Background: an optimization exercise with open tools, aiming at small area. Do not read the settings as production practice.
Where RTL was checked, it was by simulation tests only, not by an equivalence proof against the original.

==> run a: inputs <==
==> flow/design.v <==
module sdram_controller (
        input   clk,
        input   rst,
        output  sdram_cle,
        output  sdram_cs,
        output  sdram_cas,
        output  sdram_ras,
        output  sdram_we,
        output  sdram_dqm,
        output  [1:0]  sdram_ba,
        output  [15:0] sdram_a,
        input   [31:0] sdram_dqi,
        output  [31:0] sdram_dqo,
        input   [24:0] user_addr,
        input   rw,
        input   [31:0] data_in,
        output  [31:0] data_out,
        output  busy,
        input   in_valid,
        output  out_valid
    );
    localparam [2:0] IDLE  = 3'd0,
                     IDLEW = 3'd1,
                     WINIT = 3'd2,
                     WRITE = 3'd3,
                     REFS  = 3'd4,
                     PAR   = 3'd5,
                     RDRR  = 3'd6,
                     PAW   = 3'd7;
    reg [2:0] st, st_d;
    reg [3:0] ctr, ctr_d;
    reg       init_q;
    reg        ready;
    reg        saved_rw;
    reg [24:0] saved_addr;
    reg [31:0] saved_data;
    reg [12:0] addr_q;       
    reg [31:0] data_q;
    reg [3:0]  row_open;
    reg [11:0] row_addr [0:3];
    reg [9:0]  rlfsr;
    reg        rflag;
    reg [31:0] dqi_q, dt_q;
    reg [24:0] exp_q;
    wire s_idle  = st == IDLE || st == IDLEW;
    wire s_refs  = st == REFS;
    wire s_pa    = st == PAR || st == PAW;
    wire s_rdrr  = st == RDRR;
    wire match   = user_addr == exp_q;
    wire w_open  = s_rdrr && ctr == 4'd10;
    wire w_cmp   = s_rdrr && ctr >= 4'd3 && ctr <= 4'd9;
    wire hm      = s_rdrr && ctr >= 4'd2 && ctr <= 4'd9;
    wire ack     = !init_q && (w_open || (w_cmp && match));
    wire d_init  = st == WINIT;
    wire d_pref  = s_refs && ctr == 4'd10;
    wire d_ref   = s_refs && ctr == 4'd6;
    wire d_preb  = s_pa && ctr == 4'd6;
    wire d_act   = s_pa && ctr == 4'd2;
    wire d_read  = s_rdrr && ctr == 4'd14;
    wire d_write = st == IDLEW;
    wire [1:0]  abank  = addr_q[12:11];
    wire [1:0]  sbank  = saved_addr[12:11];
    wire [11:0] rowsel = row_addr[sbank];
    wire [11:0] rowact = row_addr[abank];
    assign sdram_cle = !init_q;
    assign sdram_cs  = 1'b0;
    assign sdram_dqm = 1'b0;
    assign sdram_ras = !(d_act || d_pref || d_preb || d_ref);
    assign sdram_cas = !(d_read || d_write || d_ref);
    assign sdram_we  = !(d_write || d_pref || d_preb);
    assign sdram_ba  = (d_act || d_read || d_write || d_preb) ? abank : 2'd0;
    assign sdram_a   = d_init ? 16'h0022 :
                       d_act ? {4'd0, rowact} :
                       (d_read || d_write) ? {3'd0, addr_q[10:0], 2'b00} :
                       d_pref ? 16'h2000 : 16'd0;
    assign sdram_dqo = (d_write && !init_q) ? data_q : 32'd0;
    assign out_valid = s_rdrr && (ctr == 4'd10 || ctr == 4'd2 || (!init_q && ctr >= 4'd3 && ctr <= 4'd9 && match));
    assign busy      = !ready;
    assign data_out  = dt_q;
    wire        rhit   = rowsel == saved_addr[24:13];
    wire        ctr0   = ctr == 4'd0;
    always @* begin
        st_d  = st;
        ctr_d = ctr - 4'd1;
        case (st)
            IDLE, IDLEW: begin
                st_d = IDLE;
                if (rflag) begin
                    st_d = REFS; ctr_d = 4'd11;
                end else if (!ready) begin
                    if (row_open[sbank]) begin
                        if (!rhit) begin st_d = saved_rw ? PAW : PAR; ctr_d = 4'd7; end
                        else if (saved_rw) st_d = WRITE;
                        else begin st_d = RDRR; ctr_d = 4'd15; end
                    end else begin
                        st_d = saved_rw ? PAW : PAR; ctr_d = 4'd3;
                    end
                end
            end
            WINIT: st_d = IDLE;
            WRITE: st_d = IDLEW;
            REFS:  if (ctr0) st_d = IDLE;
            PAR:   if (ctr0) st_d = RDRR;    
            PAW:   if (ctr0) st_d = WRITE;
            RDRR:  if (ctr0) st_d = IDLE;
        endcase
        if (init_q) st_d = WINIT;
    end
    always @(posedge clk) begin
        st     <= st_d;
        ctr    <= ctr_d;
        init_q <= rst;
        if (rst) ready <= 1'b0;
        else if (init_q || (s_rdrr && ctr >= 4'd12 && ctr <= 4'd14) || (s_idle && !rflag && !ready)) ready <= 1'b1;
        else if (in_valid && !hm) ready <= 1'b0;
        if ((ready && in_valid) || ack) begin
            saved_rw   <= rw;
            saved_addr <= user_addr;
            saved_data <= data_in;
        end
        if (s_idle) begin
            addr_q <= saved_addr[12:0];
            data_q <= saved_data;
        end
        if (init_q || (s_idle && rflag)) row_open <= 4'd0;
        else if (s_idle && !ready) row_open[sbank] <= 1'b1;
        if (s_idle && !ready) row_addr[sbank] <= saved_addr[24:13];
        if (init_q) begin
            rlfsr <= 10'b0011111100;
            rflag <= 1'b0;
        end else begin
            rlfsr <= {rlfsr[8:0], rlfsr[9] ^ rlfsr[6] ^ (rlfsr == 10'b1100111111)};
            if (s_idle && rflag) rflag <= 1'b0;
            else if (rlfsr == 10'b1100111111) rflag <= 1'b1;
        end
        dqi_q <= sdram_dqi;
        dt_q  <= (!rst && !init_q && s_rdrr && ctr >= 4'd4 && ctr <= 4'd11) ? dqi_q : 32'd0;
        exp_q[24:2] <= (w_open ? user_addr[24:2] : exp_q[24:2]) + 23'd1;
        if (w_open) exp_q[1:0] <= user_addr[1:0];
    end
endmodule
==> flow/flow/run.sh <==
#!/bin/bash
# The standard layout (standard.sh), with the make variables listed one per line in
# flow/make_args.txt (smallest port buffer, clock tree settings). The make output goes to
# flow_make.log; each ORFS step writes its own log under orfs/logs/.
set -euo pipefail
mapfile -t ARGS < flow/make_args.txt
bash standard.sh "${ARGS[@]}" finish > flow_make.log 2>&1
==> flow/flow/make_args.txt <==
BUFFER_PORTS_ARGS=-buffer_cell sky130_fd_sc_hd__buf_1
CTS_ARGS=-sink_clustering_enable -repair_clock_nets -dont_use_dummy_load -buf_list sky130_fd_sc_hd__clkbuf_4 -root_buf sky130_fd_sc_hd__clkbuf_4
==> flow/standard.sh <==
#!/bin/bash
# synth_recipe.tcl (not shown) runs the flow's synth.tcl, then flattens the netlist and writes it again
# the make line also repeats each setting of config.mk as NAME=value (left out here)
make -C /OpenROAD-flow-scripts/flow DESIGN_CONFIG=/design/flow/config.mk WORK_HOME=/design/flow/orfs CLKGATE_MAP_FILE= SYNTH_SCRIPT=/design/flow/synth_recipe.tcl "${@:-finish}"
==> flow/config.mk <==
export PLATFORM = sky130hd
export DESIGN_NAME = sdram_controller
export DESIGN_NICKNAME = sdram_controller
export VERILOG_FILES = /design/flow/design.v
export SDC_FILE = /design/flow/constraint.sdc
export NUM_CORES = 4
export LEC_CHECK = 0
export CAP_MARGIN = 20
export CORE_MARGIN = 2
export CORE_UTILIZATION = 40
export SLEW_MARGIN = 20
==> flow/constraint.sdc <==
create_clock -name core_clock -period 10.0 [get_ports {clk}]
set_input_delay 2.0000 -clock core_clock [delete_from_list [all_inputs] [get_ports {clk}]]
set_output_delay 2.0000 -clock core_clock [all_outputs]
set_load 0.01 [all_outputs]
==> inputs of run b, as changes to run a <==
==> flow/design.v, changed modules only <==
module sdram_controller (
        input   clk,
        input   rst,
        output  sdram_cle,
        output  sdram_cs,
        output  sdram_cas,
        output  sdram_ras,
        output  sdram_we,
        output  sdram_dqm,
        output  [1:0]  sdram_ba,
        output  [15:0] sdram_a,
        input   [31:0] sdram_dqi,
        output  [31:0] sdram_dqo,
        input   [24:0] user_addr,
        input   rw,
        input   [31:0] data_in,
        output  [31:0] data_out,
        output  busy,
        input   in_valid,
        output  out_valid
    );
    localparam [2:0] IDLE  = 3'd0,
                     IDLEW = 3'd1,
                     WINIT = 3'd2,
                     WRITE = 3'd3,
                     REFS  = 3'd4,
                     PAR   = 3'd5,
                     RDRR  = 3'd6,
                     PAW   = 3'd7;
    reg [2:0] st, st_d;
    reg [3:0] ctr, ctr_d;
    reg       init_q;
    reg        ready;
    reg        saved_rw;
    reg [24:0] saved_addr;
    reg [31:0] saved_data;
    reg [12:0] addr_q;
    reg [31:0] dq_q;
    reg [3:0]  row_open;
    reg [11:0] row_addr [0:3];
    reg [9:0]  rlfsr;
    reg        rflag;
    reg [31:0] dt_q;
    reg [24:13] exp_hi;
    wire s_idle  = st == IDLE || st == IDLEW;
    wire s_refs  = st == REFS;
    wire s_pa    = st == PAR || st == PAW;
    wire s_rdrr  = st == RDRR;
    wire [24:0] exp_q = {exp_hi, addr_q};
    wire match   = user_addr == exp_q;
    wire [24:2] exp_next = (w_open ? user_addr[24:2] : exp_q[24:2]) + 23'd1;
    wire w_open  = s_rdrr && ctr == 4'd10;
    wire w_cmp   = s_rdrr && ctr >= 4'd3 && ctr <= 4'd9;
    wire hm      = s_rdrr && ctr >= 4'd2 && ctr <= 4'd9;
    wire ack     = !init_q && (w_open || (w_cmp && match));
    wire d_init  = st == WINIT;
    wire d_pref  = s_refs && ctr == 4'd10;
    wire d_ref   = s_refs && ctr == 4'd6;
    wire d_preb  = s_pa && ctr == 4'd6;
    wire d_act   = s_pa && ctr == 4'd2;
    wire d_read  = s_rdrr && ctr == 4'd14;
    wire d_write = st == IDLEW;
    wire [1:0]  abank  = addr_q[12:11];
    wire [1:0]  sbank  = saved_addr[12:11];
    wire [1:0]  rsel   = s_idle ? sbank : abank;
    wire [11:0] rowsel = row_addr[rsel];
    assign sdram_cle = !init_q;
    assign sdram_cs  = 1'b0;
    assign sdram_dqm = 1'b0;
    assign sdram_ras = !(d_act || d_pref || d_preb || d_ref);
    assign sdram_cas = !(d_read || d_write || d_ref);
    assign sdram_we  = !(d_write || d_pref || d_preb);
    assign sdram_ba  = (d_act || d_read || d_write || d_preb) ? abank : 2'd0;
    assign sdram_a   = d_init ? 16'h0022 :
                       d_act ? {4'd0, rowsel} :
                       (d_read || d_write) ? {3'd0, addr_q[10:0], 2'b00} :
                       d_pref ? 16'h2000 : 16'd0;
    assign sdram_dqo = (d_write && !init_q) ? dq_q : 32'd0;
    assign out_valid = s_rdrr && (ctr == 4'd10 || ctr == 4'd2 || (!init_q && ctr >= 4'd3 && ctr <= 4'd9 && match));
    assign busy      = !ready;
    assign data_out  = dt_q;
    wire        rhit   = rowsel == saved_addr[24:13];
    wire        ctr0   = ctr == 4'd0;
    always @* begin
        st_d  = st;
        ctr_d = ctr - 4'd1;
        case (st)
            IDLE, IDLEW: begin
                st_d = IDLE;
                if (rflag) begin
                    st_d = REFS; ctr_d = 4'd11;
                end else if (!ready) begin
                    if (row_open[sbank]) begin
                        if (!rhit) begin st_d = saved_rw ? PAW : PAR; ctr_d = 4'd7; end
                        else if (saved_rw) st_d = WRITE;
                        else begin st_d = RDRR; ctr_d = 4'd15; end
                    end else begin
                        st_d = saved_rw ? PAW : PAR; ctr_d = 4'd3;
                    end
                end
            end
            WINIT: st_d = IDLE;
            WRITE: st_d = IDLEW;
            REFS:  if (ctr0) st_d = IDLE;
            PAR:   if (ctr0) st_d = RDRR;    
            PAW:   if (ctr0) st_d = WRITE;
            RDRR:  if (ctr0) st_d = IDLE;
        endcase
        if (init_q) st_d = WINIT;
    end
    always @(posedge clk) begin
        st     <= st_d;
        ctr    <= ctr_d;
        init_q <= rst;
        if (rst) ready <= 1'b0;
        else if (init_q || (s_rdrr && ctr >= 4'd12 && ctr <= 4'd14) || (s_idle && !rflag && !ready)) ready <= 1'b1;
        else if (in_valid && !hm) ready <= 1'b0;
        if ((ready && in_valid) || ack) begin
            saved_rw   <= rw;
            saved_addr <= user_addr;
            saved_data <= data_in;
        end
        if (s_idle) begin
            addr_q <= saved_addr[12:0];
            dq_q   <= saved_data;
        end
        if (s_rdrr) dq_q <= sdram_dqi;
        exp_hi <= exp_next[24:13];
        if (s_rdrr && ctr <= 4'd10) begin
            addr_q[12:2] <= exp_next[12:2];
            if (w_open) addr_q[1:0] <= user_addr[1:0];
        end
        if (init_q || (s_idle && rflag)) row_open <= 4'd0;
        else if (s_idle && !ready) row_open[sbank] <= 1'b1;
        if (s_idle && !ready) row_addr[sbank] <= saved_addr[24:13];
        if (init_q) begin
            rlfsr <= 10'b0011111100;
            rflag <= 1'b0;
        end else begin
            rlfsr <= {rlfsr[8:0], rlfsr[9] ^ rlfsr[6] ^ (rlfsr == 10'b1100111111)};
            if (s_idle && rflag) rflag <= 1'b0;
            else if (rlfsr == 10'b1100111111) rflag <= 1'b1;
        end
        dt_q  <= (!rst && !init_q && s_rdrr && ctr >= 4'd4 && ctr <= 4'd11) ? dq_q : 32'd0;
    end
endmodule
==> flow/flow/make_args.txt (replaced) <==
BUFFER_PORTS_ARGS=-buffer_cell sky130_fd_sc_hd__buf_1
CTS_ARGS=-sink_clustering_enable -repair_clock_nets -dont_use_dummy_load -buf_list sky130_fd_sc_hd__clkbuf_8 -root_buf sky130_fd_sc_hd__clkbuf_8 -sink_clustering_size 16 -sink_clustering_max_diameter 60
CORE_UTILIZATION = 60   (was 40)
==> inputs of run c, as changes to run a <==
==> flow/design.v, changed modules only <==
module sdram_controller (
        input   clk,
        input   rst,
        output  sdram_cle,
        output  sdram_cs,
        output  sdram_cas,
        output  sdram_ras,
        output  sdram_we,
        output  sdram_dqm,
        output  [1:0]  sdram_ba,
        output  [15:0] sdram_a,
        input   [31:0] sdram_dqi,
        output  [31:0] sdram_dqo,
        input   [24:0] user_addr,
        input   rw,
        input   [31:0] data_in,
        output  [31:0] data_out,
        output  busy,
        input   in_valid,
        output  out_valid
    );
    localparam [2:0] IDLE  = 3'd0,
                     IDLEW = 3'd1,
                     WINIT = 3'd2,
                     WRITE = 3'd3,
                     REFS  = 3'd4,
                     PAR   = 3'd5,
                     RDRR  = 3'd6,
                     PAW   = 3'd7;
    reg [2:0] st, st_d;
    reg [3:0] ctr, ctr_d;
    reg       init_q;
    reg        busy_q;      
    wire       ready = !busy_q;
    reg        saved_rw;
    reg [24:0] saved_addr;
    reg [31:0] saved_data;
    reg [12:0] addr_q;
    reg [31:0] dq_n;
    wire [31:0] dq_q = ~dq_n;
    reg [3:0]  row_open;
    reg [11:0] row_addr [0:3];
    reg [9:0]  rlfsr;
    reg        rflag;
    reg [31:0] dt_q;
    reg [24:13] exp_hi;
    wire s_idle  = st == IDLE || st == IDLEW;
    wire s_refs  = st == REFS;
    wire s_pa    = st == PAR || st == PAW;
    wire s_rdrr  = st == RDRR;
    wire [24:0] exp_q = {exp_hi, addr_q};
    wire match   = user_addr == exp_q;
    wire w_open  = s_rdrr && ctr == 4'd10;
    wire [24:2] exp_next = (w_open ? user_addr[24:2] : exp_q[24:2]) + 23'd1;
    wire w_cmp   = s_rdrr && ctr >= 4'd3 && ctr <= 4'd9;
    wire hm      = s_rdrr && ctr >= 4'd2 && ctr <= 4'd9;
    wire ack     = !init_q && (w_open || (w_cmp && match));
    wire d_init  = st == WINIT;
    wire d_pref  = s_refs && ctr == 4'd10;
    wire d_ref   = s_refs && ctr == 4'd6;
    wire d_preb  = s_pa && ctr == 4'd6;
    wire d_act   = s_pa && ctr == 4'd2;
    wire d_read  = s_rdrr && ctr == 4'd14;
    wire d_write = st == IDLEW;
    wire [1:0]  abank  = addr_q[12:11];
    wire [1:0]  sbank  = saved_addr[12:11];
    wire [1:0]  rsel   = s_idle ? sbank : abank;
    wire [11:0] rowsel = row_addr[rsel];
    assign sdram_cle = !init_q;
    assign sdram_cs  = 1'b0;
    assign sdram_dqm = 1'b0;
    assign sdram_ras = !(d_act || d_pref || d_preb || d_ref);
    assign sdram_cas = !(d_read || d_write || d_ref);
    assign sdram_we  = !(d_write || d_pref || d_preb);
    assign sdram_ba  = (d_act || d_read || d_write || d_preb) ? abank : 2'd0;
    assign sdram_a   = d_init ? 16'h0022 :
                       d_act ? {4'd0, rowsel} :
                       (d_read || d_write) ? {3'd0, addr_q[10:0], 2'b00} :
                       d_pref ? 16'h2000 : 16'd0;
    assign sdram_dqo = (d_write && !init_q) ? dq_q : 32'd0;
    assign out_valid = s_rdrr && (ctr == 4'd10 || ctr == 4'd2 || (!init_q && ctr >= 4'd3 && ctr <= 4'd9 && match));
    assign busy      = busy_q;
    assign data_out  = dt_q;
    wire        rhit   = rowsel == saved_addr[24:13];
    wire        ctr0   = ctr == 4'd0;
    always @* begin
        st_d  = st;
        ctr_d = ctr - 4'd1;
        case (st)
            IDLE, IDLEW: begin
                st_d = IDLE;
                if (rflag) begin
                    st_d = REFS; ctr_d = 4'd11;
                end else if (!ready) begin
                    if (row_open[sbank]) begin
                        if (!rhit) begin st_d = saved_rw ? PAW : PAR; ctr_d = 4'd7; end
                        else if (saved_rw) st_d = WRITE;
                        else begin st_d = RDRR; ctr_d = 4'd15; end
                    end else begin
                        st_d = saved_rw ? PAW : PAR; ctr_d = 4'd3;
                    end
                end
            end
            WINIT: st_d = IDLE;
            WRITE: st_d = IDLEW;
            REFS:  if (ctr0) st_d = IDLE;
            PAR:   if (ctr0) st_d = RDRR;    
            PAW:   if (ctr0) st_d = WRITE;
            RDRR:  if (ctr0) st_d = IDLE;
        endcase
        if (init_q) st_d = WINIT;
    end
    always @(posedge clk) begin
        st     <= st_d;
        ctr    <= ctr_d;
        init_q <= rst;
        if (rst) busy_q <= 1'b1;
        else if (init_q || (s_rdrr && ctr >= 4'd12 && ctr <= 4'd14) || (s_idle && !rflag && !ready)) busy_q <= 1'b0;
        else if (in_valid && !hm) busy_q <= 1'b1;
        if (ready || ack) begin
            saved_rw   <= rw;
            saved_addr <= user_addr;
            saved_data <= data_in;
        end
        dq_n <= ~(({32{s_rdrr}} & sdram_dqi) | ({32{s_idle}} & saved_data) |
                  ({32{!s_rdrr && !s_idle}} & ~dq_n));
        exp_hi <= exp_next[24:13];
        addr_q[12:2] <= ({11{s_idle}} & saved_addr[12:2]) | ({11{s_rdrr && ctr <= 4'd10}} & exp_next[12:2]) |
                        ({11{!s_idle && !(s_rdrr && ctr <= 4'd10)}} & addr_q[12:2]);
        addr_q[1:0]  <= ({2{s_idle}} & saved_addr[1:0]) | ({2{w_open}} & user_addr[1:0]) |
                        ({2{!s_idle && !w_open}} & addr_q[1:0]);
        if (init_q || (s_idle && rflag)) row_open <= 4'd0;
        else if (s_idle && !ready) row_open[sbank] <= 1'b1;
        if (s_idle && !ready) row_addr[sbank] <= saved_addr[24:13];
        if (init_q) begin
            rlfsr <= 10'b0011111100;
            rflag <= 1'b0;
        end else begin
            rlfsr <= {rlfsr[8:0], rlfsr[9] ^ rlfsr[6] ^ (rlfsr == 10'b1100111111)};
            if (s_idle && rflag) rflag <= 1'b0;
            else if (rlfsr == 10'b1100111111) rflag <= 1'b1;
        end
        dt_q  <= (!rst && !init_q && s_rdrr && ctr >= 4'd4 && ctr <= 4'd11) ? dq_q : 32'd0;
    end
endmodule
==> flow/run.sh (new file) <==
#!/bin/bash
# synth_recipe.tcl (not shown) runs the flow's synth.tcl, then flattens the netlist and writes it again
# the make line also repeats each setting of config.mk as NAME=value (left out here)
make -C /OpenROAD-flow-scripts/flow DESIGN_CONFIG=/design/flow/config.mk WORK_HOME=/design/flow/orfs CLKGATE_MAP_FILE= SYNTH_SCRIPT=/design/flow/synth_recipe.tcl finish
CORE_UTILIZATION = 70   (was 40)
CTS_BUF_LIST = sky130_fd_sc_hd__clkbuf_8   (was unset)
CTS_CLUSTER_DIAMETER = 60   (was unset)
CTS_CLUSTER_SIZE = 16   (was unset)
removed: flow/flow/run.sh
removed: flow/flow/make_args.txt
removed: flow/standard.sh
==> inputs of run d, as changes to run a <==
==> flow/design.v, changed modules only <==
module sdram_controller (
        input   clk,
        input   rst,
        output  sdram_cle,
        output  sdram_cs,
        output  sdram_cas,
        output  sdram_ras,
        output  sdram_we,
        output  sdram_dqm,
        output  [1:0]  sdram_ba,
        output  [15:0] sdram_a,
        input   [31:0] sdram_dqi,
        output  [31:0] sdram_dqo,
        input   [24:0] user_addr,
        input   rw,
        input   [31:0] data_in,
        output  [31:0] data_out,
        output  busy,
        input   in_valid,
        output  out_valid
    );
    localparam [2:0] IDLE  = 3'd0,
                     IDLEW = 3'd1,
                     WINIT = 3'd2,
                     WRITE = 3'd3,
                     REFS  = 3'd4,
                     PAR   = 3'd5,
                     RDRR  = 3'd6,
                     PAW   = 3'd7;
    reg [2:0] st, st_d;
    reg [3:0] ctr, ctr_d;
    reg       init_q;
    reg        ready;
    reg        saved_rw;
    reg [24:0] saved_addr;
    reg [31:0] saved_data;
    reg [12:0] addr_q;
    reg [31:0] dq_q;
    reg [3:0]  row_open;
    reg [11:0] row_addr [0:3];
    reg [9:0]  rlfsr;
    reg        rflag;
    reg [31:0] dt_q;
    reg [24:13] exp_hi;
    wire s_idle  = st == IDLE || st == IDLEW;
    wire s_refs  = st == REFS;
    wire s_pa    = st == PAR || st == PAW;
    wire s_rdrr  = st == RDRR;
    wire [24:0] exp_q = {exp_hi, addr_q};
    wire match   = user_addr == exp_q;
    wire w_open  = s_rdrr && ctr == 4'd10;
    wire w_cmp   = s_rdrr && ctr >= 4'd3 && ctr <= 4'd9;
    wire hm      = s_rdrr && ctr >= 4'd2 && ctr <= 4'd9;
    wire ack     = !init_q && (w_open || (w_cmp && match));
    wire d_init  = st == WINIT;
    wire d_pref  = s_refs && ctr == 4'd10;
    wire d_ref   = s_refs && ctr == 4'd6;
    wire d_preb  = s_pa && ctr == 4'd6;
    wire d_act   = s_pa && ctr == 4'd2;
    wire d_read  = s_rdrr && ctr == 4'd14;
    wire d_write = st == IDLEW;
    wire [1:0]  abank  = addr_q[12:11];
    wire [1:0]  sbank  = saved_addr[12:11];
    wire [11:0] rowsel = row_addr[sbank];
    wire [11:0] rowact = row_addr[abank];
    assign sdram_cle = !init_q;
    assign sdram_cs  = 1'b0;
    assign sdram_dqm = 1'b0;
    assign sdram_ras = !(d_act || d_pref || d_preb || d_ref);
    assign sdram_cas = !(d_read || d_write || d_ref);
    assign sdram_we  = !(d_write || d_pref || d_preb);
    assign sdram_ba  = (d_act || d_read || d_write || d_preb) ? abank : 2'd0;
    assign sdram_a   = d_init ? 16'h0022 :
                       d_act ? {4'd0, rowact} :
                       (d_read || d_write) ? {3'd0, addr_q[10:0], 2'b00} :
                       d_pref ? 16'h2000 : 16'd0;
    assign sdram_dqo = (d_write && !init_q) ? dq_q : 32'd0;
    assign out_valid = s_rdrr && (ctr == 4'd10 || ctr == 4'd2 || (!init_q && ctr >= 4'd3 && ctr <= 4'd9 && match));
    assign busy      = !ready;
    assign data_out  = dt_q;
    wire        rhit   = rowsel == saved_addr[24:13];
    wire        ctr0   = ctr == 4'd0;
    always @* begin
        st_d  = st;
        ctr_d = ctr - 4'd1;
        case (st)
            IDLE, IDLEW: begin
                st_d = IDLE;
                if (rflag) begin
                    st_d = REFS; ctr_d = 4'd11;
                end else if (!ready) begin
                    if (row_open[sbank]) begin
                        if (!rhit) begin st_d = saved_rw ? PAW : PAR; ctr_d = 4'd7; end
                        else if (saved_rw) st_d = WRITE;
                        else begin st_d = RDRR; ctr_d = 4'd15; end
                    end else begin
                        st_d = saved_rw ? PAW : PAR; ctr_d = 4'd3;
                    end
                end
            end
            WINIT: st_d = IDLE;
            WRITE: st_d = IDLEW;
            REFS:  if (ctr0) st_d = IDLE;
            PAR:   if (ctr0) st_d = RDRR;    
            PAW:   if (ctr0) st_d = WRITE;
            RDRR:  if (ctr0) st_d = IDLE;
        endcase
        if (init_q) st_d = WINIT;
    end
    always @(posedge clk) begin
        st     <= st_d;
        ctr    <= ctr_d;
        init_q <= rst;
        if (rst) ready <= 1'b0;
        else if (init_q || (s_rdrr && ctr >= 4'd12 && ctr <= 4'd14) || (s_idle && !rflag && !ready)) ready <= 1'b1;
        else if (in_valid && !hm) ready <= 1'b0;
        if ((ready && in_valid) || ack) begin
            saved_rw   <= rw;
            saved_addr <= user_addr;
            saved_data <= data_in;
        end
        if (s_idle) begin
            addr_q <= saved_addr[12:0];
            dq_q   <= saved_data;
        end
        if (s_rdrr) dq_q <= sdram_dqi;
        if (s_rdrr && ctr <= 4'd10) begin
            {exp_hi, addr_q[12:2]} <= (w_open ? user_addr[24:2] : exp_q[24:2]) + 23'd1;
            if (w_open) addr_q[1:0] <= user_addr[1:0];
        end
        if (init_q || (s_idle && rflag)) row_open <= 4'd0;
        else if (s_idle && !ready) row_open[sbank] <= 1'b1;
        if (s_idle && !ready) row_addr[sbank] <= saved_addr[24:13];
        if (init_q) begin
            rlfsr <= 10'b0011111100;
            rflag <= 1'b0;
        end else begin
            rlfsr <= {rlfsr[8:0], rlfsr[9] ^ rlfsr[6] ^ (rlfsr == 10'b1100111111)};
            if (s_idle && rflag) rflag <= 1'b0;
            else if (rlfsr == 10'b1100111111) rflag <= 1'b1;
        end
        dt_q  <= (!rst && !init_q && s_rdrr && ctr >= 4'd4 && ctr <= 4'd11) ? dq_q : 32'd0;
    end
endmodule
==> flow/flow/make_args.txt (replaced) <==
BUFFER_PORTS_ARGS=-buffer_cell sky130_fd_sc_hd__buf_1
CTS_ARGS=-sink_clustering_enable -repair_clock_nets -dont_use_dummy_load -buf_list sky130_fd_sc_hd__clkbuf_16 -root_buf sky130_fd_sc_hd__clkbuf_16 -sink_clustering_size 30 -sink_clustering_max_diameter 100
CORE_UTILIZATION = 60   (was 40)
==> impl_metrics.json <==
{
  "yosys.area_share.adder": 0.00645,
  "total_power_mw": 2.99,
  "register_area_sq_mm": 0.00545,
  "start_util": 0.707,
  "antenna_found_initial": 0,
  "fmax_ghz": 0.152,
  "rows": 43,
  "cts_max_level": 1,
  "worstReg2RegStart": "st[2]",
  "reg2regPathDepth": 10,
  "via_count": 8279,
  "dieArea_sq_mm": 0.0148,
  "finalWorstSetupSlack_ns": 3.42,
  "fill_cells": 748,
  "netSwitchingFraction": 0.411,
  "status": "no timing/DRC/antenna violations",
  "grtUsageMet2": 0.597,
  "path_depth": 8
}
Source of the figures above: run c

==> impl_metrics.json <==
{
  "fill_cells": 1312,
  "cts_max_level": 1,
  "netSwitchingFraction": 0.350,
  "antenna_found_initial": 1,
  "total_power_mw": 2.36,
  "status": "no timing/DRC/antenna violations",
  "via_count": 7266,
  "yosys.area_share.adder": 0.00630,
  "finalWorstSetupSlack_ns": 3.98,
  "register_area_sq_mm": 0.00588,
  "fmax_ghz": 0.166,
  "rows": 47,
  "start_util": 0.605
}
Source of the figures above: run b

==> impl_metrics.json <==
{
  "register_area_sq_mm": 0.00690,
  "netSwitchingFraction": 0.287,
  "status": "no timing/DRC/antenna violations",
  "total_power_mw": 2.62,
  "dieArea_sq_mm": 0.0269,
  "worstReg2RegStart": "ctr[1]",
  "fmax_ghz": 0.171,
  "antenna_found_initial": 1,
  "finalWorstSetupSlack_ns": 4.15,
  "fill_cells": 2323,
  "reg2regPathDepth": 14,
  "rows": 58,
  "cts_max_level": 3,
  "start_util": 0.407,
  "path_depth": 7,
  "yosys.area_share.adder": 0.00610,
  "overflow": 0
}
Source of the figures above: run a

==> impl_metrics.json <==
{
  "netSwitchingFraction": 0.344,
  "path_depth": 7,
  "total_power_mw": 2.63,
  "finalWorstSetupSlack_ns": 4.14,
  "via_count": 6979,
  "status": "no timing/DRC/antenna violations",
  "antenna_found_initial": 0,
  "fmax_ghz": 0.171,
  "rows": 47,
  "worstReg2RegStart": "ctr[2]",
  "reg2regPathDepth": 5,
  "dieArea_sq_mm": 0.0179
}
Source of the figures above: run d

The RTL of run a and run d was laid out without a check of its function.

-- afterwards: timing with drivers on the ports --
The flow's constraints put no driver on any port. The routed layouts listed below were extracted and timed again, unchanged, in two steps.
Step 1: set_driving_cell puts a clkbuf_16 on clk and a buf_2 on each other input, an assumption about the parent block.
Step 2, shift: input delay + t, output delay - t, t = (earliest + latest rising clock arrival at the registers) / 2. This alone moves slack from input paths to output paths.
Slacks: ideal ports / drivers / drivers and shift; pairs: ideal ports / drivers.
| run | shift t [ns] | setup WS [ns] | worst setup path after step 2 | worst register clock-pin slew, ns | pins driven straight from the clock port |
|---|---|---|---|---|---|
| run a | 0.678 | 4.152 / 4.124 / 4.124 | input to output | 0.07 / 0.07 | 1 |
| run b | 0.539 | 3.981 / 3.959 / 3.959 | input to output | 0.10 / 0.10 | 1 |
| run c | 0.550 | 3.424 / 3.404 / 3.404 | input to output | 0.11 / 0.11 | 1 |
| run d | 0.490 | 4.137 / 4.113 / 4.113 | input to output | 0.11 / 0.11 | 1 |
After both steps every run listed still meets setup and hold. For run a, which loses most, drivers alone change the setup slack by -0.028 ns; drivers and shift together by -0.028 ns.
